This is an optimization exercise on Yosys and OpenROAD, whose aim is small area, a short achievable clock period and few clock cycles per item, not a production implementation. Function not checked in this run: the RTL went through the layout flow alone. Power and IR drop assume default switching activity.

==> design/flow/design.v <==
module wallace_multi (
    input clk,
    input rst,
    input [15:0] a,
    input [15:0] b,
    output reg [31:0] p,
    output reg done
);
    wire c185;
    wire c187;
    wire c189;
    wire c191;
    wire c193;
    wire c195;
    wire c197;
    wire c199;
    wire c203;
    wire c205;
    wire c207;
    wire c211;
    wire c213;
    wire c215;
    wire c217;
    wire c221;
    wire c223;
    wire c225;
    wire c230;
    wire c233;
    wire c235;
    wire c237;
    wire c239;
    wire c244;
    wire c246;
    wire c248;
    wire c250;
    wire c252;
    wire c257;
    wire c259;
    wire c261;
    wire c263;
    wire c265;
    wire c267;
    wire c272;
    wire c274;
    wire c276;
    wire c278;
    wire c280;
    wire c285;
    wire c289;
    wire c291;
    wire c293;
    wire c295;
    wire c297;
    wire c299;
    wire c304;
    wire c307;
    wire c309;
    wire c311;
    wire c313;
    wire c315;
    wire c317;
    wire c322;
    wire c325;
    wire c327;
    wire c329;
    wire c331;
    wire c333;
    wire c335;
    wire c340;
    wire c344;
    wire c346;
    wire c348;
    wire c350;
    wire c352;
    wire c354;
    wire c356;
    wire c361;
    wire c363;
    wire c365;
    wire c367;
    wire c369;
    wire c371;
    wire c373;
    wire c378;
    wire c381;
    wire c383;
    wire c385;
    wire c387;
    wire c389;
    wire c391;
    wire c396;
    wire c399;
    wire c401;
    wire c403;
    wire c405;
    wire c407;
    wire c412;
    wire c415;
    wire c417;
    wire c419;
    wire c421;
    wire c423;
    wire c428;
    wire c431;
    wire c433;
    wire c435;
    wire c437;
    wire c442;
    wire c445;
    wire c447;
    wire c449;
    wire c451;
    wire c456;
    wire c459;
    wire c461;
    wire c463;
    wire c465;
    wire c469;
    wire c471;
    wire c473;
    wire c475;
    wire c480;
    wire c482;
    wire c484;
    wire c489;
    wire c491;
    wire c493;
    wire c498;
    wire c500;
    wire c502;
    wire c504;
    wire c506;
    wire c508;
    wire c510;
    wire n1;
    wire n2;
    wire n3;
    wire n4;
    wire n5;
    wire n6;
    wire n7;
    wire n8;
    wire n9;
    wire n10;
    wire n11;
    wire n12;
    wire n13;
    wire n14;
    wire n15;
    wire n16;
    wire n17;
    wire n18;
    wire n19;
    wire n20;
    wire n21;
    wire n22;
    wire n23;
    wire n24;
    wire n25;
    wire n26;
    wire n27;
    wire n28;
    wire n29;
    wire n30;
    wire n31;
    wire n32;
    wire n33;
    wire n34;
    wire n35;
    wire n36;
    wire n37;
    wire n38;
    wire n39;
    wire n40;
    wire n41;
    wire n42;
    wire n43;
    wire n44;
    wire n45;
    wire n46;
    wire n47;
    wire n48;
    wire n49;
    wire n50;
    wire n51;
    wire n52;
    wire n53;
    wire n54;
    wire n55;
    wire n56;
    wire n57;
    wire n58;
    wire n59;
    wire n60;
    wire n61;
    wire n62;
    wire n63;
    wire n64;
    wire n65;
    wire n66;
    wire n67;
    wire n68;
    wire n69;
    wire n70;
    wire n71;
    wire n72;
    wire n73;
    wire n74;
    wire n75;
    wire n76;
    wire n77;
    wire n78;
    wire n79;
    wire n80;
    wire n81;
    wire n82;
    wire n83;
    wire n84;
    wire n85;
    wire n86;
    wire n87;
    wire n88;
    wire n89;
    wire n90;
    wire n91;
    wire n92;
    wire n93;
    wire n94;
    wire n95;
    wire n96;
    wire n97;
    wire n98;
    wire n99;
    wire n100;
    wire n101;
    wire n102;
    wire n103;
    wire n104;
    wire n105;
    wire n106;
    wire n107;
    wire n108;
    wire n109;
    wire n110;
    wire n111;
    wire n112;
    wire n113;
    wire n114;
    wire n115;
    wire n116;
    wire n117;
    wire n118;
    wire n119;
    wire n120;
    wire n121;
    wire n122;
    wire n123;
    wire n124;
    wire n125;
    wire n126;
    wire n127;
    wire n128;
    wire n129;
    wire n130;
    wire n131;
    wire n132;
    wire n133;
    wire n134;
    wire n135;
    wire n136;
    wire n137;
    wire n138;
    wire n139;
    wire n140;
    wire n141;
    wire n142;
    wire n143;
    wire n144;
    wire n145;
    wire n146;
    wire n147;
    wire n148;
    wire n149;
    wire n150;
    wire n151;
    wire n152;
    wire n153;
    wire n154;
    wire n155;
    wire n156;
    wire n157;
    wire n158;
    wire n159;
    wire n160;
    wire n161;
    wire n162;
    wire n163;
    wire n164;
    wire n165;
    wire n166;
    wire n167;
    wire n168;
    wire n169;
    wire n170;
    wire n171;
    wire n172;
    wire n173;
    wire n174;
    wire n175;
    wire n176;
    wire n177;
    wire n178;
    wire n179;
    wire n180;
    wire n181;
    wire n182;
    wire n183;
    wire n511;
    wire n512;
    wire n513;
    wire n514;
    wire n515;
    wire n516;
    wire n517;
    wire n518;
    wire n519;
    wire n520;
    wire n522;
    wire n523;
    wire n524;
    wire n525;
    wire n526;
    wire n527;
    wire n528;
    wire n529;
    wire n530;
    wire n531;
    wire n532;
    wire n533;
    wire n534;
    wire n535;
    wire n536;
    wire n537;
    wire n538;
    wire n539;
    wire n540;
    wire n541;
    wire n542;
    wire n543;
    wire n544;
    wire n545;
    wire n546;
    wire n547;
    wire n548;
    wire n549;
    wire n550;
    wire n551;
    wire n552;
    wire n553;
    wire n554;
    wire n555;
    wire n556;
    wire n557;
    wire n558;
    wire n559;
    wire n560;
    wire n561;
    wire n562;
    wire n563;
    wire n564;
    wire n565;
    wire n567;
    wire n568;
    wire n571;
    wire n572;
    wire n575;
    wire n576;
    wire n577;
    wire n578;
    wire n579;
    wire n580;
    wire n581;
    wire n582;
    wire n586;
    wire n588;
    wire n589;
    wire n590;
    wire n591;
    wire n592;
    wire n593;
    wire n594;
    wire n595;
    wire n596;
    wire n597;
    wire n598;
    wire n599;
    wire n600;
    wire n601;
    wire n602;
    wire n603;
    wire n604;
    wire n605;
    wire n606;
    wire n607;
    wire n608;
    wire n609;
    wire n610;
    wire n611;
    wire n612;
    wire n615;
    wire n616;
    wire n617;
    wire n618;
    wire n619;
    wire n620;
    wire n621;
    wire n622;
    wire n623;
    wire n624;
    wire n625;
    wire n626;
    wire n627;
    wire n628;
    wire n629;
    wire n630;
    wire n634;
    wire n636;
    wire n640;
    wire n642;
    wire n645;
    wire n646;
    wire n647;
    wire n648;
    wire n649;
    wire n650;
    wire n651;
    wire n652;
    wire n653;
    wire n654;
    wire n655;
    wire n656;
    wire n657;
    wire n658;
    wire n660;
    wire n662;
    wire n663;
    wire n664;
    wire n665;
    wire n666;
    wire n667;
    wire n668;
    wire n669;
    wire n670;
    wire n671;
    wire n672;
    wire n676;
    wire n678;
    wire n679;
    wire n680;
    wire n683;
    wire n684;
    wire n687;
    wire n688;
    wire n691;
    wire n692;
    wire n695;
    wire n696;
    wire n697;
    wire n698;
    wire n699;
    wire n700;
    wire n701;
    wire n702;
    wire n703;
    wire n704;
    wire n705;
    wire n706;
    wire n707;
    wire n708;
    wire n709;
    wire n710;
    wire n711;
    wire n712;
    wire n716;
    wire n718;
    wire n721;
    wire n722;
    wire n723;
    wire n724;
    wire n725;
    wire n726;
    wire n729;
    wire n730;
    wire n733;
    wire n734;
    wire n737;
    wire n738;
    wire n741;
    wire n742;
    wire n745;
    wire n746;
    wire n749;
    wire n750;
    wire n753;
    wire n754;
    wire n757;
    wire n758;
    wire n761;
    wire n762;
    wire n763;
    wire n764;
    wire n765;
    wire n766;
    wire n767;
    wire n768;
    wire n769;
    wire n770;
    wire n771;
    wire n772;
    wire n773;
    wire n774;
    wire n775;
    wire n776;
    wire n777;
    wire n778;
    wire n779;
    wire n780;
    wire n781;
    wire n782;
    wire n783;
    wire n784;
    wire n785;
    wire n786;
    wire n787;
    wire n788;
    wire n789;
    wire n790;
    wire n791;
    wire n792;
    wire n793;
    wire n794;
    wire n795;
    wire n796;
    wire n797;
    wire n798;
    wire n799;
    wire n800;
    wire n801;
    wire n802;
    wire n803;
    wire n806;
    wire n808;
    wire n810;
    wire n812;
    wire n813;
    wire n815;
    wire n816;
    wire n818;
    wire n819;
    wire n821;
    wire n823;
    wire n825;
    wire n826;
    wire n828;
    wire n830;
    wire n832;
    wire n834;
    wire n836;
    wire n838;
    wire n840;
    reg r200;
    reg r201;
    reg r208;
    reg r209;
    reg r218;
    reg r219;
    reg r226;
    reg r227;
    reg r228;
    reg r231;
    reg r240;
    reg r241;
    reg r242;
    reg r253;
    reg r254;
    reg r255;
    reg r268;
    reg r269;
    reg r270;
    reg r281;
    reg r282;
    reg r283;
    reg r286;
    reg r287;
    reg r300;
    reg r301;
    reg r302;
    reg r305;
    reg r318;
    reg r319;
    reg r320;
    reg r323;
    reg r336;
    reg r337;
    reg r338;
    reg r341;
    reg r342;
    reg r357;
    reg r358;
    reg r359;
    reg r374;
    reg r375;
    reg r376;
    reg r379;
    reg r392;
    reg r393;
    reg r394;
    reg r397;
    reg r408;
    reg r409;
    reg r410;
    reg r413;
    reg r424;
    reg r425;
    reg r426;
    reg r429;
    reg r438;
    reg r439;
    reg r440;
    reg r443;
    reg r452;
    reg r453;
    reg r454;
    reg r457;
    reg r466;
    reg r467;
    reg r476;
    reg r477;
    reg r478;
    reg r485;
    reg r486;
    reg r487;
    reg r494;
    reg r495;
    reg r496;
    reg r521;
    reg r566;
    reg r569;
    reg r570;
    reg r573;
    reg r574;
    reg r583;
    reg r584;
    reg r585;
    reg r587;
    reg r613;
    reg r614;
    reg r631;
    reg r632;
    reg r633;
    reg r635;
    reg r637;
    reg r638;
    reg r639;
    reg r641;
    reg r643;
    reg r644;
    reg r659;
    reg r661;
    reg r673;
    reg r674;
    reg r675;
    reg r677;
    reg r681;
    reg r682;
    reg r685;
    reg r686;
    reg r689;
    reg r690;
    reg r693;
    reg r694;
    reg r713;
    reg r714;
    reg r715;
    reg r717;
    reg r719;
    reg r720;
    reg r727;
    reg r728;
    reg r731;
    reg r732;
    reg r735;
    reg r736;
    reg r739;
    reg r740;
    reg r743;
    reg r744;
    reg r747;
    reg r748;
    reg r751;
    reg r752;
    reg r755;
    reg r756;
    reg r759;
    reg r760;
    reg r804;
    reg r805;
    reg r807;
    reg r809;
    reg r811;
    reg r814;
    reg r817;
    reg r820;
    reg r822;
    reg r824;
    reg r827;
    reg r829;
    reg r831;
    reg r833;
    reg r835;
    reg r837;
    reg r839;
    reg r841;
    reg r842;
    reg r843;
    reg r844;
    reg r845;
    reg r846;
    reg r847;
    reg r848;
    reg r849;
    reg r850;
    reg r851;
    reg r852;
    reg r853;
    reg r854;
    reg r855;
    reg r856;
    wire s184;
    wire s186;
    wire s188;
    wire s190;
    wire s192;
    wire s194;
    wire s196;
    wire s198;
    wire s202;
    wire s204;
    wire s206;
    wire s210;
    wire s212;
    wire s214;
    wire s216;
    wire s220;
    wire s222;
    wire s224;
    wire s229;
    wire s232;
    wire s234;
    wire s236;
    wire s238;
    wire s243;
    wire s245;
    wire s247;
    wire s249;
    wire s251;
    wire s256;
    wire s258;
    wire s260;
    wire s262;
    wire s264;
    wire s266;
    wire s271;
    wire s273;
    wire s275;
    wire s277;
    wire s279;
    wire s284;
    wire s288;
    wire s290;
    wire s292;
    wire s294;
    wire s296;
    wire s298;
    wire s303;
    wire s306;
    wire s308;
    wire s310;
    wire s312;
    wire s314;
    wire s316;
    wire s321;
    wire s324;
    wire s326;
    wire s328;
    wire s330;
    wire s332;
    wire s334;
    wire s339;
    wire s343;
    wire s345;
    wire s347;
    wire s349;
    wire s351;
    wire s353;
    wire s355;
    wire s360;
    wire s362;
    wire s364;
    wire s366;
    wire s368;
    wire s370;
    wire s372;
    wire s377;
    wire s380;
    wire s382;
    wire s384;
    wire s386;
    wire s388;
    wire s390;
    wire s395;
    wire s398;
    wire s400;
    wire s402;
    wire s404;
    wire s406;
    wire s411;
    wire s414;
    wire s416;
    wire s418;
    wire s420;
    wire s422;
    wire s427;
    wire s430;
    wire s432;
    wire s434;
    wire s436;
    wire s441;
    wire s444;
    wire s446;
    wire s448;
    wire s450;
    wire s455;
    wire s458;
    wire s460;
    wire s462;
    wire s464;
    wire s468;
    wire s470;
    wire s472;
    wire s474;
    wire s479;
    wire s481;
    wire s483;
    wire s488;
    wire s490;
    wire s492;
    wire s497;
    wire s499;
    wire s501;
    wire s503;
    wire s505;
    wire s507;
    wire s509;
    assign n1 = b[1] & ~b[0];
    assign n2 = b[2] ^ b[1];
    assign n3 = (b[3] & ~b[2] & ~b[1]) | (~b[3] & b[2] & b[1]);
    assign n4 = b[4] ^ b[3];
    assign n5 = (b[5] & ~b[4] & ~b[3]) | (~b[5] & b[4] & b[3]);
    assign n6 = b[6] ^ b[5];
    assign n7 = (b[7] & ~b[6] & ~b[5]) | (~b[7] & b[6] & b[5]);
    assign n8 = b[8] ^ b[7];
    assign n9 = (b[9] & ~b[8] & ~b[7]) | (~b[9] & b[8] & b[7]);
    assign n10 = b[10] ^ b[9];
    assign n11 = (b[11] & ~b[10] & ~b[9]) | (~b[11] & b[10] & b[9]);
    assign n12 = b[12] ^ b[11];
    assign n13 = (b[13] & ~b[12] & ~b[11]) | (~b[13] & b[12] & b[11]);
    assign n14 = b[14] ^ b[13];
    assign n15 = (b[15] & ~b[14] & ~b[13]) | (~b[15] & b[14] & b[13]);
    assign n16 = (b[0] & a[0]) ^ b[1];
    assign n17 = ((b[0] & a[1]) | (n1 & a[0])) ^ b[1];
    assign n18 = ((b[0] & a[2]) | (n1 & a[1])) ^ b[1];
    assign n19 = ((b[0] & a[3]) | (n1 & a[2])) ^ b[1];
    assign n20 = ((b[0] & a[4]) | (n1 & a[3])) ^ b[1];
    assign n21 = ((b[0] & a[5]) | (n1 & a[4])) ^ b[1];
    assign n22 = ((b[0] & a[6]) | (n1 & a[5])) ^ b[1];
    assign n23 = ((b[0] & a[7]) | (n1 & a[6])) ^ b[1];
    assign n24 = ((b[0] & a[8]) | (n1 & a[7])) ^ b[1];
    assign n25 = ((b[0] & a[9]) | (n1 & a[8])) ^ b[1];
    assign n26 = ((b[0] & a[10]) | (n1 & a[9])) ^ b[1];
    assign n27 = ((b[0] & a[11]) | (n1 & a[10])) ^ b[1];
    assign n28 = ((b[0] & a[12]) | (n1 & a[11])) ^ b[1];
    assign n29 = ((b[0] & a[13]) | (n1 & a[12])) ^ b[1];
    assign n30 = ((b[0] & a[14]) | (n1 & a[13])) ^ b[1];
    assign n31 = ((b[0] & a[15]) | (n1 & a[14])) ^ b[1];
    assign n32 = (n1 & a[15]) ^ b[1];
    assign n33 = ~b[1];
    assign n34 = (n2 & a[0]) ^ b[3];
    assign n35 = ((n2 & a[1]) | (n3 & a[0])) ^ b[3];
    assign n36 = ((n2 & a[2]) | (n3 & a[1])) ^ b[3];
    assign n37 = ((n2 & a[3]) | (n3 & a[2])) ^ b[3];
    assign n38 = ((n2 & a[4]) | (n3 & a[3])) ^ b[3];
    assign n39 = ((n2 & a[5]) | (n3 & a[4])) ^ b[3];
    assign n40 = ((n2 & a[6]) | (n3 & a[5])) ^ b[3];
    assign n41 = ((n2 & a[7]) | (n3 & a[6])) ^ b[3];
    assign n42 = ((n2 & a[8]) | (n3 & a[7])) ^ b[3];
    assign n43 = ((n2 & a[9]) | (n3 & a[8])) ^ b[3];
    assign n44 = ((n2 & a[10]) | (n3 & a[9])) ^ b[3];
    assign n45 = ((n2 & a[11]) | (n3 & a[10])) ^ b[3];
    assign n46 = ((n2 & a[12]) | (n3 & a[11])) ^ b[3];
    assign n47 = ((n2 & a[13]) | (n3 & a[12])) ^ b[3];
    assign n48 = ((n2 & a[14]) | (n3 & a[13])) ^ b[3];
    assign n49 = ((n2 & a[15]) | (n3 & a[14])) ^ b[3];
    assign n50 = (n3 & a[15]) ^ b[3];
    assign n51 = ~b[3];
    assign n52 = (n4 & a[0]) ^ b[5];
    assign n53 = ((n4 & a[1]) | (n5 & a[0])) ^ b[5];
    assign n54 = ((n4 & a[2]) | (n5 & a[1])) ^ b[5];
    assign n55 = ((n4 & a[3]) | (n5 & a[2])) ^ b[5];
    assign n56 = ((n4 & a[4]) | (n5 & a[3])) ^ b[5];
    assign n57 = ((n4 & a[5]) | (n5 & a[4])) ^ b[5];
    assign n58 = ((n4 & a[6]) | (n5 & a[5])) ^ b[5];
    assign n59 = ((n4 & a[7]) | (n5 & a[6])) ^ b[5];
    assign n60 = ((n4 & a[8]) | (n5 & a[7])) ^ b[5];
    assign n61 = ((n4 & a[9]) | (n5 & a[8])) ^ b[5];
    assign n62 = ((n4 & a[10]) | (n5 & a[9])) ^ b[5];
    assign n63 = ((n4 & a[11]) | (n5 & a[10])) ^ b[5];
    assign n64 = ((n4 & a[12]) | (n5 & a[11])) ^ b[5];
    assign n65 = ((n4 & a[13]) | (n5 & a[12])) ^ b[5];
    assign n66 = ((n4 & a[14]) | (n5 & a[13])) ^ b[5];
    assign n67 = ((n4 & a[15]) | (n5 & a[14])) ^ b[5];
    assign n68 = (n5 & a[15]) ^ b[5];
    assign n69 = ~b[5];
    assign n70 = (n6 & a[0]) ^ b[7];
    assign n71 = ((n6 & a[1]) | (n7 & a[0])) ^ b[7];
    assign n72 = ((n6 & a[2]) | (n7 & a[1])) ^ b[7];
    assign n73 = ((n6 & a[3]) | (n7 & a[2])) ^ b[7];
    assign n74 = ((n6 & a[4]) | (n7 & a[3])) ^ b[7];
    assign n75 = ((n6 & a[5]) | (n7 & a[4])) ^ b[7];
    assign n76 = ((n6 & a[6]) | (n7 & a[5])) ^ b[7];
    assign n77 = ((n6 & a[7]) | (n7 & a[6])) ^ b[7];
    assign n78 = ((n6 & a[8]) | (n7 & a[7])) ^ b[7];
    assign n79 = ((n6 & a[9]) | (n7 & a[8])) ^ b[7];
    assign n80 = ((n6 & a[10]) | (n7 & a[9])) ^ b[7];
    assign n81 = ((n6 & a[11]) | (n7 & a[10])) ^ b[7];
    assign n82 = ((n6 & a[12]) | (n7 & a[11])) ^ b[7];
    assign n83 = ((n6 & a[13]) | (n7 & a[12])) ^ b[7];
    assign n84 = ((n6 & a[14]) | (n7 & a[13])) ^ b[7];
    assign n85 = ((n6 & a[15]) | (n7 & a[14])) ^ b[7];
    assign n86 = (n7 & a[15]) ^ b[7];
    assign n87 = ~b[7];
    assign n88 = (n8 & a[0]) ^ b[9];
    assign n89 = ((n8 & a[1]) | (n9 & a[0])) ^ b[9];
    assign n90 = ((n8 & a[2]) | (n9 & a[1])) ^ b[9];
    assign n91 = ((n8 & a[3]) | (n9 & a[2])) ^ b[9];
    assign n92 = ((n8 & a[4]) | (n9 & a[3])) ^ b[9];
    assign n93 = ((n8 & a[5]) | (n9 & a[4])) ^ b[9];
    assign n94 = ((n8 & a[6]) | (n9 & a[5])) ^ b[9];
    assign n95 = ((n8 & a[7]) | (n9 & a[6])) ^ b[9];
    assign n96 = ((n8 & a[8]) | (n9 & a[7])) ^ b[9];
    assign n97 = ((n8 & a[9]) | (n9 & a[8])) ^ b[9];
    assign n98 = ((n8 & a[10]) | (n9 & a[9])) ^ b[9];
    assign n99 = ((n8 & a[11]) | (n9 & a[10])) ^ b[9];
    assign n100 = ((n8 & a[12]) | (n9 & a[11])) ^ b[9];
    assign n101 = ((n8 & a[13]) | (n9 & a[12])) ^ b[9];
    assign n102 = ((n8 & a[14]) | (n9 & a[13])) ^ b[9];
    assign n103 = ((n8 & a[15]) | (n9 & a[14])) ^ b[9];
    assign n104 = (n9 & a[15]) ^ b[9];
    assign n105 = ~b[9];
    assign n106 = (n10 & a[0]) ^ b[11];
    assign n107 = ((n10 & a[1]) | (n11 & a[0])) ^ b[11];
    assign n108 = ((n10 & a[2]) | (n11 & a[1])) ^ b[11];
    assign n109 = ((n10 & a[3]) | (n11 & a[2])) ^ b[11];
    assign n110 = ((n10 & a[4]) | (n11 & a[3])) ^ b[11];
    assign n111 = ((n10 & a[5]) | (n11 & a[4])) ^ b[11];
    assign n112 = ((n10 & a[6]) | (n11 & a[5])) ^ b[11];
    assign n113 = ((n10 & a[7]) | (n11 & a[6])) ^ b[11];
    assign n114 = ((n10 & a[8]) | (n11 & a[7])) ^ b[11];
    assign n115 = ((n10 & a[9]) | (n11 & a[8])) ^ b[11];
    assign n116 = ((n10 & a[10]) | (n11 & a[9])) ^ b[11];
    assign n117 = ((n10 & a[11]) | (n11 & a[10])) ^ b[11];
    assign n118 = ((n10 & a[12]) | (n11 & a[11])) ^ b[11];
    assign n119 = ((n10 & a[13]) | (n11 & a[12])) ^ b[11];
    assign n120 = ((n10 & a[14]) | (n11 & a[13])) ^ b[11];
    assign n121 = ((n10 & a[15]) | (n11 & a[14])) ^ b[11];
    assign n122 = (n11 & a[15]) ^ b[11];
    assign n123 = ~b[11];
    assign n124 = (n12 & a[0]) ^ b[13];
    assign n125 = ((n12 & a[1]) | (n13 & a[0])) ^ b[13];
    assign n126 = ((n12 & a[2]) | (n13 & a[1])) ^ b[13];
    assign n127 = ((n12 & a[3]) | (n13 & a[2])) ^ b[13];
    assign n128 = ((n12 & a[4]) | (n13 & a[3])) ^ b[13];
    assign n129 = ((n12 & a[5]) | (n13 & a[4])) ^ b[13];
    assign n130 = ((n12 & a[6]) | (n13 & a[5])) ^ b[13];
    assign n131 = ((n12 & a[7]) | (n13 & a[6])) ^ b[13];
    assign n132 = ((n12 & a[8]) | (n13 & a[7])) ^ b[13];
    assign n133 = ((n12 & a[9]) | (n13 & a[8])) ^ b[13];
    assign n134 = ((n12 & a[10]) | (n13 & a[9])) ^ b[13];
    assign n135 = ((n12 & a[11]) | (n13 & a[10])) ^ b[13];
    assign n136 = ((n12 & a[12]) | (n13 & a[11])) ^ b[13];
    assign n137 = ((n12 & a[13]) | (n13 & a[12])) ^ b[13];
    assign n138 = ((n12 & a[14]) | (n13 & a[13])) ^ b[13];
    assign n139 = ((n12 & a[15]) | (n13 & a[14])) ^ b[13];
    assign n140 = (n13 & a[15]) ^ b[13];
    assign n141 = ~b[13];
    assign n142 = (n14 & a[0]) ^ b[15];
    assign n143 = ((n14 & a[1]) | (n15 & a[0])) ^ b[15];
    assign n144 = ((n14 & a[2]) | (n15 & a[1])) ^ b[15];
    assign n145 = ((n14 & a[3]) | (n15 & a[2])) ^ b[15];
    assign n146 = ((n14 & a[4]) | (n15 & a[3])) ^ b[15];
    assign n147 = ((n14 & a[5]) | (n15 & a[4])) ^ b[15];
    assign n148 = ((n14 & a[6]) | (n15 & a[5])) ^ b[15];
    assign n149 = ((n14 & a[7]) | (n15 & a[6])) ^ b[15];
    assign n150 = ((n14 & a[8]) | (n15 & a[7])) ^ b[15];
    assign n151 = ((n14 & a[9]) | (n15 & a[8])) ^ b[15];
    assign n152 = ((n14 & a[10]) | (n15 & a[9])) ^ b[15];
    assign n153 = ((n14 & a[11]) | (n15 & a[10])) ^ b[15];
    assign n154 = ((n14 & a[12]) | (n15 & a[11])) ^ b[15];
    assign n155 = ((n14 & a[13]) | (n15 & a[12])) ^ b[15];
    assign n156 = ((n14 & a[14]) | (n15 & a[13])) ^ b[15];
    assign n157 = ((n14 & a[15]) | (n15 & a[14])) ^ b[15];
    assign n158 = (n15 & a[15]) ^ b[15];
    assign n159 = ~b[15];
    assign n160 = b[15] & a[0];
    assign n161 = b[15] & a[1];
    assign n162 = b[15] & a[2];
    assign n163 = b[15] & a[3];
    assign n164 = b[15] & a[4];
    assign n165 = b[15] & a[5];
    assign n166 = b[15] & a[6];
    assign n167 = b[15] & a[7];
    assign n168 = b[15] & a[8];
    assign n169 = b[15] & a[9];
    assign n170 = b[15] & a[10];
    assign n171 = b[15] & a[11];
    assign n172 = b[15] & a[12];
    assign n173 = b[15] & a[13];
    assign n174 = b[15] & a[14];
    assign n175 = b[15] & a[15];
    assign n176 = ~n161;
    assign n177 = ~n161;
    assign n178 = ~n164;
    assign n179 = ~n166;
    assign n180 = ~n168;
    assign n181 = ~n170;
    assign n182 = ~n172;
    assign n183 = ~n174;
    mha us184 (.a(b[3]), .b(n18), .s(s184), .co(c185));
    mha us186 (.a(n19), .b(n35), .s(s186), .co(c187));
    mfa us188 (.a(b[5]), .b(n20), .c(n36), .s(s188), .co(c189));
    mha us190 (.a(n52), .b(c187), .s(s190), .co(c191));
    mfa us192 (.a(n21), .b(n37), .c(n53), .s(s192), .co(c193));
    mha us194 (.a(c189), .b(s192), .s(s194), .co(c195));
    mfa us196 (.a(b[7]), .b(n22), .c(n38), .s(s196), .co(c197));
    mfa us198 (.a(n54), .b(n70), .c(c193), .s(s198), .co(c199));
    mfa us204 (.a(n23), .b(n39), .c(n55), .s(s204), .co(c205));
    mfa us206 (.a(n71), .b(c197), .c(s204), .s(s206), .co(c207));
    mfa us212 (.a(b[9]), .b(n24), .c(n40), .s(s212), .co(c213));
    mfa us214 (.a(n56), .b(n72), .c(n88), .s(s214), .co(c215));
    mfa us216 (.a(c205), .b(s212), .c(s214), .s(s216), .co(c217));
    mfa us222 (.a(n25), .b(n41), .c(n57), .s(s222), .co(c223));
    mfa us224 (.a(n73), .b(n89), .c(c213), .s(s224), .co(c225));
    mfa us234 (.a(b[11]), .b(n26), .c(n42), .s(s234), .co(c235));
    mfa us236 (.a(n58), .b(n74), .c(n90), .s(s236), .co(c237));
    mfa us238 (.a(n106), .b(c223), .c(s234), .s(s238), .co(c239));
    mfa us247 (.a(n27), .b(n43), .c(n59), .s(s247), .co(c248));
    mfa us249 (.a(n75), .b(n91), .c(n107), .s(s249), .co(c250));
    mfa us251 (.a(c235), .b(c237), .c(s247), .s(s251), .co(c252));
    mfa us260 (.a(b[13]), .b(n28), .c(n44), .s(s260), .co(c261));
    mfa us262 (.a(n60), .b(n76), .c(n92), .s(s262), .co(c263));
    mfa us264 (.a(n108), .b(n124), .c(c248), .s(s264), .co(c265));
    mfa us266 (.a(c250), .b(s260), .c(s262), .s(s266), .co(c267));
    mfa us275 (.a(n29), .b(n45), .c(n61), .s(s275), .co(c276));
    mfa us277 (.a(n77), .b(n93), .c(n109), .s(s277), .co(c278));
    mfa us279 (.a(n125), .b(c261), .c(c263), .s(s279), .co(c280));
    mfa us292 (.a(b[15]), .b(n30), .c(n46), .s(s292), .co(c293));
    mfa us294 (.a(n62), .b(n78), .c(n94), .s(s294), .co(c295));
    mfa us296 (.a(n110), .b(n126), .c(n142), .s(s296), .co(c297));
    mfa us298 (.a(c276), .b(c278), .c(s292), .s(s298), .co(c299));
    mfa us310 (.a(n31), .b(n47), .c(n63), .s(s310), .co(c311));
    mfa us312 (.a(n79), .b(n95), .c(n111), .s(s312), .co(c313));
    mfa us314 (.a(n127), .b(n143), .c(c293), .s(s314), .co(c315));
    mfa us316 (.a(c295), .b(c297), .c(s310), .s(s316), .co(c317));
    mfa us328 (.a(n160), .b(n32), .c(n48), .s(s328), .co(c329));
    mfa us330 (.a(n64), .b(n80), .c(n96), .s(s330), .co(c331));
    mfa us332 (.a(n112), .b(n128), .c(n144), .s(s332), .co(c333));
    mfa us334 (.a(c311), .b(c313), .c(s328), .s(s334), .co(c335));
    mfa us347 (.a(n33), .b(n176), .c(n49), .s(s347), .co(c348));
    mfa us349 (.a(n65), .b(n81), .c(n97), .s(s349), .co(c350));
    mfa us351 (.a(n113), .b(n129), .c(n145), .s(s351), .co(c352));
    mfa us353 (.a(c329), .b(c331), .c(c333), .s(s353), .co(c354));
    mfa us355 (.a(s347), .b(s349), .c(s351), .s(s355), .co(c356));
    mfa us364 (.a(n162), .b(n177), .c(n50), .s(s364), .co(c365));
    mfa us366 (.a(n66), .b(n82), .c(n98), .s(s366), .co(c367));
    mfa us368 (.a(n114), .b(n130), .c(n146), .s(s368), .co(c369));
    mfa us370 (.a(c348), .b(c350), .c(c352), .s(s370), .co(c371));
    mfa us372 (.a(s364), .b(s366), .c(s368), .s(s372), .co(c373));
    mfa us382 (.a(n51), .b(n163), .c(n161), .s(s382), .co(c383));
    mfa us384 (.a(s382), .b(n67), .c(n83), .s(s384), .co(c385));
    mfa us386 (.a(n99), .b(n115), .c(n131), .s(s386), .co(c387));
    mfa us388 (.a(n147), .b(c365), .c(c367), .s(s388), .co(c389));
    mfa us390 (.a(c369), .b(s384), .c(s386), .s(s390), .co(c391));
    mfa us400 (.a(n178), .b(c383), .c(n68), .s(s400), .co(c401));
    mfa us402 (.a(n84), .b(n100), .c(n116), .s(s402), .co(c403));
    mfa us404 (.a(n132), .b(n148), .c(c385), .s(s404), .co(c405));
    mfa us406 (.a(c387), .b(s400), .c(s402), .s(s406), .co(c407));
    mfa us416 (.a(n69), .b(n165), .c(n164), .s(s416), .co(c417));
    mfa us418 (.a(s416), .b(n85), .c(n101), .s(s418), .co(c419));
    mfa us420 (.a(n117), .b(n133), .c(n149), .s(s420), .co(c421));
    mfa us422 (.a(c401), .b(c403), .c(s418), .s(s422), .co(c423));
    mfa us432 (.a(n179), .b(c417), .c(n86), .s(s432), .co(c433));
    mfa us434 (.a(n102), .b(n118), .c(n134), .s(s434), .co(c435));
    mfa us436 (.a(n150), .b(c419), .c(c421), .s(s436), .co(c437));
    mfa us446 (.a(n87), .b(n167), .c(n166), .s(s446), .co(c447));
    mfa us448 (.a(s446), .b(n103), .c(n119), .s(s448), .co(c449));
    mfa us450 (.a(n135), .b(n151), .c(c433), .s(s450), .co(c451));
    mfa us460 (.a(n180), .b(c447), .c(n104), .s(s460), .co(c461));
    mfa us462 (.a(n120), .b(n136), .c(n152), .s(s462), .co(c463));
    mfa us464 (.a(c449), .b(s460), .c(s462), .s(s464), .co(c465));
    mfa us470 (.a(n105), .b(n169), .c(n168), .s(s470), .co(c471));
    mfa us472 (.a(s470), .b(n121), .c(n137), .s(s472), .co(c473));
    mfa us474 (.a(n153), .b(c461), .c(c463), .s(s474), .co(c475));
    mfa us481 (.a(n181), .b(c471), .c(n122), .s(s481), .co(c482));
    mfa us483 (.a(n138), .b(n154), .c(c473), .s(s483), .co(c484));
    mfa us490 (.a(n123), .b(n171), .c(n170), .s(s490), .co(c491));
    mfa us492 (.a(s490), .b(n139), .c(n155), .s(s492), .co(c493));
    mfa us499 (.a(n182), .b(c491), .c(n140), .s(s499), .co(c500));
    mfa us501 (.a(n156), .b(c493), .c(s499), .s(s501), .co(c502));
    mfa us503 (.a(n141), .b(n173), .c(n172), .s(s503), .co(c504));
    mfa us505 (.a(s503), .b(n157), .c(c500), .s(s505), .co(c506));
    mfa us507 (.a(n183), .b(c504), .c(n158), .s(s507), .co(c508));
    mfa us509 (.a(n159), .b(n175), .c(n174), .s(s509), .co(c510));
    assign n511 = n16 & b[1];
    assign n512 = n16 ^ b[1];
    assign n513 = n34 & s184;
    assign n514 = n34 ^ s184;
    assign n515 = c185 & s186;
    assign n516 = c185 ^ s186;
    assign n517 = s188 & s190;
    assign n518 = s188 ^ s190;
    assign n519 = c191 & s194;
    assign n520 = c191 ^ s194;
    assign n577 = c508 & s509;
    assign n578 = c508 ^ s509;
    assign n579 = n17 & n511;
    assign n580 = n17 & n512;
    assign n581 = n515 | (n516 & n513);
    assign n582 = n516 & n514;
    assign n617 = n513 | (n514 & n579);
    assign n618 = n514 & n580;
    assign n619 = n581 | (n582 & n579);
    assign n620 = n582 & n580;
    assign n793 = n17 ^ n511;
    assign n794 = n514 ^ n579;
    assign n795 = n516 ^ n617;
    always @(posedge clk) begin
        r200 <= s196;
        r201 <= c195;
        r208 <= c199;
        r209 <= s206;
        r218 <= c207;
        r219 <= s216;
        r226 <= c215;
        r227 <= s222;
        r228 <= c217;
        r231 <= s224;
        r240 <= s236;
        r241 <= c225;
        r242 <= s238;
        r253 <= s249;
        r254 <= c239;
        r255 <= s251;
        r268 <= c252;
        r269 <= s264;
        r270 <= s266;
        r281 <= s275;
        r282 <= s277;
        r283 <= c265;
        r286 <= c267;
        r287 <= s279;
        r300 <= s294;
        r301 <= s296;
        r302 <= c280;
        r305 <= s298;
        r318 <= s312;
        r319 <= c299;
        r320 <= s314;
        r323 <= s316;
        r336 <= s330;
        r337 <= s332;
        r338 <= c315;
        r341 <= c317;
        r342 <= s334;
        r357 <= c335;
        r358 <= s353;
        r359 <= s355;
        r374 <= c354;
        r375 <= c356;
        r376 <= s370;
        r379 <= s372;
        r392 <= c371;
        r393 <= c373;
        r394 <= s388;
        r397 <= s390;
        r408 <= c389;
        r409 <= c391;
        r410 <= s404;
        r413 <= s406;
        r424 <= s420;
        r425 <= c405;
        r426 <= c407;
        r429 <= s422;
        r438 <= s432;
        r439 <= s434;
        r440 <= c423;
        r443 <= s436;
        r452 <= c435;
        r453 <= s448;
        r454 <= c437;
        r457 <= s450;
        r466 <= c451;
        r467 <= s464;
        r476 <= s472;
        r477 <= c465;
        r478 <= s474;
        r485 <= s481;
        r486 <= c475;
        r487 <= s483;
        r494 <= c482;
        r495 <= s492;
        r496 <= c484;
        r521 <= s198;
        r566 <= s501;
        r569 <= c502;
        r570 <= s505;
        r573 <= c506;
        r574 <= s507;
        r583 <= n519;
        r584 <= n520;
        r585 <= n517;
        r587 <= n518;
        r613 <= n577;
        r614 <= n578;
        r659 <= n619;
        r661 <= n620;
        r841 <= n512;
        r843 <= n793;
        r845 <= n794;
        r847 <= n795;
    end
    mha us202 (.a(r200), .b(r201), .s(s202), .co(c203));
    mha us210 (.a(r208), .b(r209), .s(s210), .co(c211));
    mha us220 (.a(r218), .b(r219), .s(s220), .co(c221));
    mfa us229 (.a(r226), .b(r227), .c(r228), .s(s229), .co(c230));
    mha us232 (.a(r231), .b(c221), .s(s232), .co(c233));
    mfa us243 (.a(r240), .b(r241), .c(r242), .s(s243), .co(c244));
    mha us245 (.a(c230), .b(s243), .s(s245), .co(c246));
    mfa us256 (.a(r253), .b(r254), .c(r255), .s(s256), .co(c257));
    mha us258 (.a(c244), .b(s256), .s(s258), .co(c259));
    mfa us271 (.a(r268), .b(r269), .c(r270), .s(s271), .co(c272));
    mha us273 (.a(c257), .b(s271), .s(s273), .co(c274));
    mfa us284 (.a(r281), .b(r282), .c(r283), .s(s284), .co(c285));
    mfa us288 (.a(r286), .b(r287), .c(c272), .s(s288), .co(c289));
    mha us290 (.a(s284), .b(c274), .s(s290), .co(c291));
    mfa us303 (.a(r300), .b(r301), .c(r302), .s(s303), .co(c304));
    mfa us306 (.a(r305), .b(c285), .c(s303), .s(s306), .co(c307));
    mha us308 (.a(c289), .b(s306), .s(s308), .co(c309));
    mfa us321 (.a(r318), .b(r319), .c(r320), .s(s321), .co(c322));
    mfa us324 (.a(r323), .b(c304), .c(s321), .s(s324), .co(c325));
    mha us326 (.a(c307), .b(s324), .s(s326), .co(c327));
    mfa us339 (.a(r336), .b(r337), .c(r338), .s(s339), .co(c340));
    mfa us343 (.a(r341), .b(r342), .c(c322), .s(s343), .co(c344));
    mfa us345 (.a(s339), .b(c325), .c(s343), .s(s345), .co(c346));
    mfa us360 (.a(r357), .b(r358), .c(r359), .s(s360), .co(c361));
    mfa us362 (.a(c340), .b(s360), .c(c344), .s(s362), .co(c363));
    mfa us377 (.a(r374), .b(r375), .c(r376), .s(s377), .co(c378));
    mfa us380 (.a(r379), .b(c361), .c(s377), .s(s380), .co(c381));
    mfa us395 (.a(r392), .b(r393), .c(r394), .s(s395), .co(c396));
    mfa us398 (.a(r397), .b(c378), .c(s395), .s(s398), .co(c399));
    mfa us411 (.a(r408), .b(r409), .c(r410), .s(s411), .co(c412));
    mfa us414 (.a(r413), .b(c396), .c(s411), .s(s414), .co(c415));
    mfa us427 (.a(r424), .b(r425), .c(r426), .s(s427), .co(c428));
    mfa us430 (.a(r429), .b(c412), .c(s427), .s(s430), .co(c431));
    mfa us441 (.a(r438), .b(r439), .c(r440), .s(s441), .co(c442));
    mfa us444 (.a(r443), .b(c428), .c(s441), .s(s444), .co(c445));
    mfa us455 (.a(r452), .b(r453), .c(r454), .s(s455), .co(c456));
    mfa us458 (.a(r457), .b(c442), .c(s455), .s(s458), .co(c459));
    mfa us468 (.a(r466), .b(r467), .c(c456), .s(s468), .co(c469));
    mfa us479 (.a(r476), .b(r477), .c(r478), .s(s479), .co(c480));
    mfa us488 (.a(r485), .b(r486), .c(r487), .s(s488), .co(c489));
    mfa us497 (.a(r494), .b(r495), .c(r496), .s(s497), .co(c498));
    assign n522 = r521 & s202;
    assign n523 = r521 ^ s202;
    assign n524 = c203 & s210;
    assign n525 = c203 ^ s210;
    assign n526 = c211 & s220;
    assign n527 = c211 ^ s220;
    assign n528 = s229 & s232;
    assign n529 = s229 ^ s232;
    assign n530 = c233 & s245;
    assign n531 = c233 ^ s245;
    assign n532 = c246 & s258;
    assign n533 = c246 ^ s258;
    assign n534 = c259 & s273;
    assign n535 = c259 ^ s273;
    assign n536 = s288 & s290;
    assign n537 = s288 ^ s290;
    assign n538 = c291 & s308;
    assign n539 = c291 ^ s308;
    assign n540 = c309 & s326;
    assign n541 = c309 ^ s326;
    assign n542 = c327 & s345;
    assign n543 = c327 ^ s345;
    assign n544 = c346 & s362;
    assign n545 = c346 ^ s362;
    assign n546 = c363 & s380;
    assign n547 = c363 ^ s380;
    assign n548 = c381 & s398;
    assign n549 = c381 ^ s398;
    assign n550 = c399 & s414;
    assign n551 = c399 ^ s414;
    assign n552 = c415 & s430;
    assign n553 = c415 ^ s430;
    assign n554 = c431 & s444;
    assign n555 = c431 ^ s444;
    assign n556 = c445 & s458;
    assign n557 = c445 ^ s458;
    assign n558 = c459 & s468;
    assign n559 = c459 ^ s468;
    assign n560 = c469 & s479;
    assign n561 = c469 ^ s479;
    assign n562 = c480 & s488;
    assign n563 = c480 ^ s488;
    assign n564 = c489 & s497;
    assign n565 = c489 ^ s497;
    assign n567 = c498 & r566;
    assign n568 = c498 ^ r566;
    assign n571 = r569 & r570;
    assign n572 = r569 ^ r570;
    assign n575 = r573 & r574;
    assign n576 = r573 ^ r574;
    assign n586 = r583 | (r584 & r585);
    assign n588 = r584 & r587;
    assign n589 = n524 | (n525 & n522);
    assign n590 = n525 & n523;
    assign n591 = n528 | (n529 & n526);
    assign n592 = n529 & n527;
    assign n593 = n532 | (n533 & n530);
    assign n594 = n533 & n531;
    assign n595 = n536 | (n537 & n534);
    assign n596 = n537 & n535;
    assign n597 = n540 | (n541 & n538);
    assign n598 = n541 & n539;
    assign n599 = n544 | (n545 & n542);
    assign n600 = n545 & n543;
    assign n601 = n548 | (n549 & n546);
    assign n602 = n549 & n547;
    assign n603 = n552 | (n553 & n550);
    assign n604 = n553 & n551;
    assign n605 = n556 | (n557 & n554);
    assign n606 = n557 & n555;
    assign n607 = n560 | (n561 & n558);
    assign n608 = n561 & n559;
    assign n609 = n564 | (n565 & n562);
    assign n610 = n565 & n563;
    assign n611 = n571 | (n572 & n567);
    assign n612 = n572 & n568;
    assign n615 = r613 | (r614 & n575);
    assign n616 = r614 & n576;
    assign n621 = n522 | (n523 & n586);
    assign n622 = n523 & n588;
    assign n623 = n589 | (n590 & n586);
    assign n624 = n590 & n588;
    assign n625 = n530 | (n531 & n591);
    assign n626 = n531 & n592;
    assign n627 = n593 | (n594 & n591);
    assign n628 = n594 & n592;
    assign n629 = n538 | (n539 & n595);
    assign n630 = n539 & n596;
    assign n647 = n554 | (n555 & n603);
    assign n648 = n555 & n604;
    assign n649 = n605 | (n606 & n603);
    assign n650 = n606 & n604;
    assign n651 = n562 | (n563 & n607);
    assign n652 = n563 & n608;
    assign n653 = n609 | (n610 & n607);
    assign n654 = n610 & n608;
    assign n655 = n575 | (n576 & n611);
    assign n656 = n576 & n612;
    assign n657 = n615 | (n616 & n611);
    assign n658 = n616 & n612;
    assign n660 = r585 | (r587 & r659);
    assign n662 = r587 & r661;
    assign n663 = n586 | (n588 & r659);
    assign n664 = n588 & r661;
    assign n665 = n621 | (n622 & r659);
    assign n666 = n622 & r661;
    assign n667 = n623 | (n624 & r659);
    assign n668 = n624 & r661;
    assign n669 = n534 | (n535 & n627);
    assign n670 = n535 & n628;
    assign n671 = n595 | (n596 & n627);
    assign n672 = n596 & n628;
    assign n697 = n567 | (n568 & n653);
    assign n698 = n568 & n654;
    assign n699 = n611 | (n612 & n653);
    assign n700 = n612 & n654;
    assign n701 = n655 | (n656 & n653);
    assign n702 = n656 & n654;
    assign n703 = n657 | (n658 & n653);
    assign n704 = n658 & n654;
    assign n705 = n526 | (n527 & n667);
    assign n706 = n527 & n668;
    assign n707 = n591 | (n592 & n667);
    assign n708 = n592 & n668;
    assign n709 = n625 | (n626 & n667);
    assign n710 = n626 & n668;
    assign n711 = n627 | (n628 & n667);
    assign n712 = n628 & n668;
    assign n796 = r587 ^ r659;
    assign n797 = r584 ^ n660;
    assign n798 = n523 ^ n663;
    assign n799 = n525 ^ n665;
    assign n800 = n527 ^ n667;
    assign n801 = n529 ^ n705;
    assign n802 = n531 ^ n707;
    assign n803 = n533 ^ n709;
    always @(posedge clk) begin
        r631 <= n597;
        r632 <= n598;
        r633 <= n595;
        r635 <= n596;
        r637 <= n546;
        r638 <= n547;
        r639 <= n599;
        r641 <= n600;
        r643 <= n601;
        r644 <= n602;
        r673 <= n629;
        r674 <= n630;
        r675 <= n627;
        r677 <= n628;
        r681 <= n550;
        r682 <= n551;
        r685 <= n603;
        r686 <= n604;
        r689 <= n647;
        r690 <= n648;
        r693 <= n649;
        r694 <= n650;
        r713 <= n669;
        r714 <= n670;
        r715 <= n667;
        r717 <= n668;
        r719 <= n671;
        r720 <= n672;
        r727 <= n558;
        r728 <= n559;
        r731 <= n607;
        r732 <= n608;
        r735 <= n651;
        r736 <= n652;
        r739 <= n653;
        r740 <= n654;
        r743 <= n697;
        r744 <= n698;
        r747 <= n699;
        r748 <= n700;
        r751 <= n701;
        r752 <= n702;
        r755 <= n703;
        r756 <= n704;
        r759 <= n542;
        r760 <= n543;
        r804 <= n535;
        r805 <= n711;
        r807 <= n537;
        r809 <= n539;
        r811 <= n541;
        r814 <= n545;
        r817 <= n549;
        r820 <= n553;
        r822 <= n555;
        r824 <= n557;
        r827 <= n561;
        r829 <= n563;
        r831 <= n565;
        r833 <= n568;
        r835 <= n572;
        r837 <= n576;
        r839 <= r614;
        r842 <= r841;
        r844 <= r843;
        r846 <= r845;
        r848 <= r847;
        r849 <= n796;
        r850 <= n797;
        r851 <= n798;
        r852 <= n799;
        r853 <= n800;
        r854 <= n801;
        r855 <= n802;
        r856 <= n803;
    end
    assign n634 = r631 | (r632 & r633);
    assign n636 = r632 & r635;
    assign n640 = r637 | (r638 & r639);
    assign n642 = r638 & r641;
    assign n645 = r643 | (r644 & r639);
    assign n646 = r644 & r641;
    assign n676 = r673 | (r674 & r675);
    assign n678 = r674 & r677;
    assign n679 = n634 | (n636 & r675);
    assign n680 = n636 & r677;
    assign n683 = r681 | (r682 & n645);
    assign n684 = r682 & n646;
    assign n687 = r685 | (r686 & n645);
    assign n688 = r686 & n646;
    assign n691 = r689 | (r690 & n645);
    assign n692 = r690 & n646;
    assign n695 = r693 | (r694 & n645);
    assign n696 = r694 & n646;
    assign n716 = r713 | (r714 & r715);
    assign n718 = r714 & r717;
    assign n721 = r719 | (r720 & r715);
    assign n722 = r720 & r717;
    assign n723 = n676 | (n678 & r715);
    assign n724 = n678 & r717;
    assign n725 = n679 | (n680 & r715);
    assign n726 = n680 & r717;
    assign n729 = r727 | (r728 & n695);
    assign n730 = r728 & n696;
    assign n733 = r731 | (r732 & n695);
    assign n734 = r732 & n696;
    assign n737 = r735 | (r736 & n695);
    assign n738 = r736 & n696;
    assign n741 = r739 | (r740 & n695);
    assign n742 = r740 & n696;
    assign n745 = r743 | (r744 & n695);
    assign n746 = r744 & n696;
    assign n749 = r747 | (r748 & n695);
    assign n750 = r748 & n696;
    assign n753 = r751 | (r752 & n695);
    assign n754 = r752 & n696;
    assign n757 = r755 | (r756 & n695);
    assign n758 = r756 & n696;
    assign n761 = r759 | (r760 & n725);
    assign n762 = r760 & n726;
    assign n763 = r639 | (r641 & n725);
    assign n764 = r641 & n726;
    assign n765 = n640 | (n642 & n725);
    assign n766 = n642 & n726;
    assign n767 = n645 | (n646 & n725);
    assign n768 = n646 & n726;
    assign n769 = n683 | (n684 & n725);
    assign n770 = n684 & n726;
    assign n771 = n687 | (n688 & n725);
    assign n772 = n688 & n726;
    assign n773 = n691 | (n692 & n725);
    assign n774 = n692 & n726;
    assign n775 = n695 | (n696 & n725);
    assign n776 = n696 & n726;
    assign n777 = n729 | (n730 & n725);
    assign n778 = n730 & n726;
    assign n779 = n733 | (n734 & n725);
    assign n780 = n734 & n726;
    assign n781 = n737 | (n738 & n725);
    assign n782 = n738 & n726;
    assign n783 = n741 | (n742 & n725);
    assign n784 = n742 & n726;
    assign n785 = n745 | (n746 & n725);
    assign n786 = n746 & n726;
    assign n787 = n749 | (n750 & n725);
    assign n788 = n750 & n726;
    assign n789 = n753 | (n754 & n725);
    assign n790 = n754 & n726;
    assign n791 = n757 | (n758 & n725);
    assign n792 = n758 & n726;
    assign n806 = r804 ^ r805;
    assign n808 = r807 ^ n716;
    assign n810 = r809 ^ n721;
    assign n812 = r811 ^ n723;
    assign n813 = r760 ^ n725;
    assign n815 = r814 ^ n761;
    assign n816 = r638 ^ n763;
    assign n818 = r817 ^ n765;
    assign n819 = r682 ^ n767;
    assign n821 = r820 ^ n769;
    assign n823 = r822 ^ n771;
    assign n825 = r824 ^ n773;
    assign n826 = r728 ^ n775;
    assign n828 = r827 ^ n777;
    assign n830 = r829 ^ n779;
    assign n832 = r831 ^ n781;
    assign n834 = r833 ^ n783;
    assign n836 = r835 ^ n785;
    assign n838 = r837 ^ n787;
    assign n840 = r839 ^ n789;
    always @(posedge clk) p <= {n840, n838, n836, n834, n832, n830, n828, n826, n825, n823, n821, n819, n818, n816, n815, n813, n812, n810, n808, n806, r856, r855, r854, r853, r852, r851, r850, r849, r848, r846, r844, r842};
    reg [1:0] v;
    always @(posedge clk or negedge rst) begin
        if (!rst) begin
            v <= 2'b0;
            done <= 1'b0;
        end else begin
            v <= {v[0:0], 1'b1};
            done <= v[1];
        end
    end
endmodule
module mfa (input a, input b, input c, output s, output co);
    assign s = a ^ b ^ c;
    assign co = (a & b) | (a & c) | (b & c);
endmodule
module mha (input a, input b, output s, output co);
    assign s = a ^ b;
    assign co = a & b;
endmodule
==> design/flow/run.sh <==
#!/bin/bash
# synth_recipe.tcl (not shown) runs the flow's synth.tcl, then flattens the netlist and writes it again
# the make line also repeats each setting of config.mk as NAME=value (left out here)
make -C /OpenROAD-flow-scripts/flow DESIGN_CONFIG=/design/flow/config.mk WORK_HOME=/design/flow/orfs CLKGATE_MAP_FILE= SYNTH_SCRIPT=/design/flow/synth_recipe.tcl finish
==> design/flow/config.mk <==
export PLATFORM = sky130hd
export DESIGN_NAME = wallace_multi
export DESIGN_NICKNAME = wallace_multi
export VERILOG_FILES = /design/flow/design.v
export SDC_FILE = /design/flow/constraint.sdc
export NUM_CORES = 4
export LEC_CHECK = 0
export CAP_MARGIN = 20
export CORE_MARGIN = 2
export CORE_UTILIZATION = 40
export SLEW_MARGIN = 20
export SYNTH_HIERARCHICAL = 1
==> design/flow/constraint.sdc <==
create_clock -name core_clock -period 4.0 [get_ports {clk}]
set_input_delay 0.8000 -clock core_clock [delete_from_list [all_inputs] [get_ports {clk}]]
set_output_delay 0.8000 -clock core_clock [all_outputs]
set_load 0.01 [all_outputs]
==> run summary <==
-- modules after synthesis (local to each module, per instance) --
module         times used  area [sq um]  cells
wallace_multi           1          9460   1171
mha                    14          12.5      1
mfa                   112          20.0      1
-- final cells by class --
class / instances / area (sq um) / share of cell area (%)
multi-input cells: 937 / 7270 / 52.6
well taps: 390 / 488 / 3.53
clock buffers: 18 / 429 / 3.10
flip-flops and latches: 198 / 3980 / 28.8
inverters: 36 / 135 / 0.977
repair buffers: 151 / 1390 / 10.0
clock inverters: 14 / 143 / 1.03
-- metal layers --
layer  track usage, %  up-vias
li1                 -     4491
met1             31.1     4594
met5                0        -
met3             3.25       32
met2             34.0      354
met4             6.34        0
-- stage by stage --
| step | hold WS, ns | utilization (%) | total power [W] | setup WS [ns] |
|---|---|---|---|---|
| 3_3_place_gp | 0.310 | 45.0 | 0.00753 | 0.160 |
| 5_1_grt | 0.341 | 46.9 | 0.0101 | 0.440 |
| 4_1_cts | 0.329 | 46.9 | 0.00937 | 0.588 |
| 3_5_place_dp | 0.312 | 45.0 | 0.00765 | 0.124 |
| 6_report | 0.326 | 46.9 | 0.00923 | 0.538 |
| 2_1_floorplan | 0.310 | - | 0.00617 | 0.851 |
-- cells by family (layout without fill, tap and decap cells) --
kind of cell	after synthesis	after routing	share of synthesized area (%)
simple gates	411	411	14.6
xor+xnor	41	41	3.02
mux	14	14	1.18
other cells	1	1	0.0316
buf+inv	162	219	5.36
flops	198	198	33.5
fa+ha+maj	167	167	24.7
compound gates	303	303	17.6
-- report_power, final --
group          switching [W]  internal (W)  total [W]
Combinational        0.00222       0.00210    0.00433
Clock               0.000810      0.000879    0.00169
Sequential          0.000318       0.00290    0.00322
-- critical path, cell delays in order --
cell	delay [ns]
sky130_fd_sc_hd__clkdlybuf4s50_1	0.53
sky130_fd_sc_hd__buf_4	0.21
sky130_fd_sc_hd__nand2_1	0.38
sky130_fd_sc_hd__nand2_1	0.10
sky130_fd_sc_hd__a21oi_1	0.16
sky130_fd_sc_hd__nor2_1	0.06
sky130_fd_sc_hd__a221oi_1	0.49
sky130_fd_sc_hd__fa_1	0.55
sky130_fd_sc_hd__fa_1	0.49
-- worst paths after layout --
kind / start / end / slack, ns / cells after the start
hold / removal: r855 / p[10] / 0.33 / 0
max in group asynchronous: rst / done / 3.30 / 1
hold reg to reg: r855 / p[10] / 0.33 / 0
setup reg to reg: r452 / r751 / 1.34 / 8
setup / recovery: b[1] / r359 / 0.54 / 9
min in group asynchronous: rst / v[0] / 0.55 / 1
-- layout by cell type, fill, tap and decap left out, types with 3 or more instances in the layout --
cell / synthesis / layout
sky130_fd_sc_hd__buf_4: 0 / 78
sky130_fd_sc_hd__dfxtp_1: 195 / 195
sky130_fd_sc_hd__fa_1: 114 / 114
sky130_fd_sc_hd__nand2_1: 215 / 215
sky130_fd_sc_hd__xor2_1: 19 / 19
sky130_fd_sc_hd__a32oi_1: 6 / 6
sky130_fd_sc_hd__maj3_1: 6 / 6
sky130_fd_sc_hd__and3_1: 9 / 9
sky130_fd_sc_hd__o21ai_0: 15 / 15
sky130_fd_sc_hd__and2_1: 34 / 34
sky130_fd_sc_hd__xnor2_1: 22 / 22
sky130_fd_sc_hd__mux2i_1: 14 / 14
sky130_fd_sc_hd__ha_1: 47 / 47
sky130_fd_sc_hd__a22o_1: 14 / 14
sky130_fd_sc_hd__o31ai_1: 7 / 7
sky130_fd_sc_hd__o22ai_1: 14 / 14
sky130_fd_sc_hd__inv_1: 36 / 36
sky130_fd_sc_hd__nor2b_1: 13 / 13
sky130_fd_sc_hd__clkdlybuf4s50_1: 0 / 66
sky130_fd_sc_hd__a21oi_1: 118 / 118
sky130_fd_sc_hd__nor2_1: 114 / 113
sky130_fd_sc_hd__buf_12: 0 / 7
sky130_fd_sc_hd__clkinv_2: 0 / 3
sky130_fd_sc_hd__nand3b_1: 6 / 6
sky130_fd_sc_hd__a31oi_1: 6 / 6
sky130_fd_sc_hd__dfrtp_1: 3 / 3
sky130_fd_sc_hd__a221oi_1: 93 / 93
sky130_fd_sc_hd__inv_6: 0 / 5
sky130_fd_sc_hd__clkbuf_16: 0 / 17
sky130_fd_sc_hd__nor3_1: 14 / 14
sky130_fd_sc_hd__a21o_1: 20 / 20
==> run summary <==
Clocking
The number of H-tree levels is 4. The CTS tree is yes. The tree built by TritonCTS fans out to 198 sinks.

The largest buffer count on any clock path is 2. The buffer cell driving the clock tree root is sky130_fd_sc_hd__clkbuf_16. The buffer count from post-CTS setup fixing is 0. The number of clock buffers inserted by TritonCTS is 17. Clock latency on the worst-skew pair, taken at its later pin, is 0.44 ns. After clock tree synthesis, the repair step resized 0 gates. For this design, the CTS-stage hold fixing added 0 buffers. After clock tree synthesis, the clock-pin slew on the worst setup and hold paths is 0.07 ns.

Yosys
Synthesis produced 1,297 cells. The share of synthesized registers carrying an async set or reset is 1.52%. The Yosys step of the flow raised 7 warnings. The mean instance size in the synthesized netlist is 9.16 sq um.

Sorting the synthesized cells by how often they occur yields sky130_fd_sc_hd__nand2_1 (215), sky130_fd_sc_hd__dfxtp_1 (195), sky130_fd_sc_hd__a21oi_1 (118), sky130_fd_sc_hd__fa_1 (114), sky130_fd_sc_hd__nor2_1 (114). The most used flip-flop cell after synthesis is sky130_fd_sc_hd__dfxtp_1. The synthesized design devotes to its leading area cell type 32.9% of total area.

The flop and latch count out of synthesis is 198. The cell type with the largest total area after synthesis is sky130_fd_sc_hd__dfxtp_1. The sequential-to-total area share from yosys stat is 33.5%. The number of flops mapped to enable cells by yosys is 0.

The count of unique library cells instantiated by Yosys is 42. After synthesis the cells add up to 11,900 sq um. Counting every net in the synthesized netlist gives 1,492. Yosys instantiated no cell more often than sky130_fd_sc_hd__nand2_1. By area the synthesized netlist is led by sky130_fd_sc_hd__dfxtp_1 (33%), sky130_fd_sc_hd__fa_1 (19%), sky130_fd_sc_hd__a221oi_1 (6.9%).

GRT
Entering global routing, the biggest net connects 37 pins. Across every metal layer, demand over resource in global routing totals 21.7%. The total overflow left after global routing is 0. The initial antenna violation count came to 0. The number of global-route vias before repair came to 9,227. The wire length of the first global-routing pass is 52,400 um.

Setup path
STA classifies the critical path startpoint as an input pin. STA puts the critical path data arrival time at 3.77 ns. The worst setup path is captured at a register. By startpoint and endpoint, the worst setup path is classified as input pin to register.

For the worst setup path, the data required time is 4.31 ns. The maximum fanout along the worst path is 13.

Finish
The area growth from synthesis to layout is 16.4%. After routing the design area is 13,800 sq um. The non-filler instance count after layout is 1,744.

0 antenna diodes ended up in the layout. The layout filler cell count is 2,814. Of the cells placed in the final design, the portion with a size suffix greater than 1 is 9.16%. After the last flow step, the layout net total stands at 1,536.

The register with the most flip-flops in the layout has 32 of them. The register with the most flip-flops is p. In the final layout, the registers with the most flip-flops are p x32, v x2.

Timing
The time the final worst path needs with I/O delays and setup is 3.46 ns. Setup repair after global routing left no endpoint under its margin. The number of max-slew violations in the final report is 0.

At the pin with the least slew margin, the transition time is 0.982 ns. Of the available clock period, the critical path in the final layout requires 86.5%. The number of endpoints with negative hold slack in the final report is 0. Static timing analysis puts the maximum clock frequency at 289 MHz. On the final layout, the worst clock skew is 0.0114 ns. The headroom to the max-slew limit is 34.6%. The final-layout setup total negative slack is 0 ns.

Setup violations remaining at the end of the flow were counted as 0.

Routing
In the detailed route, the total length drawn on met3 is 1920 um. After detailed routing, no signal wire sits above met4. In the routed design, unresolved DRC markers number 0. For this block, the initial DRC count from the detailed router was 978. The via count of the routed design is 9,471. The first detailed-routing pass ran for 6 iterations. The detailed route wirelength on metal2 is 14,900 um.

The via-per-instance ratio is 5.43. In this run the remaining antenna-violating nets after routing total 0. For this block, wires on met1 add up to 14,900 um. The overall routed net length is 32,400 um. After detailed routing, the average wire length per cell comes to 18.6 um.

Placed design
Once placement completed, the tool counted placed cells totaling 1,712. The congestion estimate from routability-driven global placement came to 0.919. The standard cell area after detailed placement is 13,300 sq um. Once detailed placement completed, the half-perimeter wirelength came to 24,000 um. The count of input and output buffers is 66.

Min path
The path category of the worst min-delay check is register to register.

Run
Across the run, the number of max-cap violations was 0.

Floorplanning
For this configuration, the core starts out at a cell density of 40.3%. In this run the count of I/O pins placed on the die edge is 67. The total die area is 31,100 sq um. The core region is 29,500 sq um.

The cell row count is 63. The height of the chip is 176 um. From left edge to right edge, the die measures 176 um.

Run status
The run finished with no timing, DRC or antenna violations.

Power and ir drop
Across the VDD grid, the largest voltage drop is 0.383 mV. The power per unit of standard cell area is 668 nW/um^2. The analysis attributes to cell leakage a power of 5.85 nW.

## afterwards: timing with drivers on the ports
The results above use ideal ports. As a check the final layout listed here was re-extracted and re-timed, cells and wires unchanged.
Step 1 (the two cells are an assumption about what drives the block):
set clk [get_ports {clk}]
set_driving_cell -lib_cell sky130_fd_sc_hd__clkbuf_16 $clk
set_driving_cell -lib_cell sky130_fd_sc_hd__buf_2 [delete_from_list [all_inputs] $clk]
Step 2 adds t to the input delays and takes it off the output delays; t is the mean of the earliest and latest rising clock arrival at the registers after step 1. Input paths then give back, and output paths get back, about the clock's delay inside the block.
Slacks: ideal ports / drivers / drivers and shift; pairs: ideal ports / drivers.
t, ns: 0.484
setup WS [ns]: 0.538 / 0.568 / 0.084
clock arrival spread, ns: 0.015 / 0.016
slew at the worst register clock pin (ns): 0.08 / 0.08
cell pins on the clock port's net: 1
After both steps setup and hold are still met in this run. The setup slack of this run moves by +0.030 ns with the drivers and by -0.454 ns with both steps.
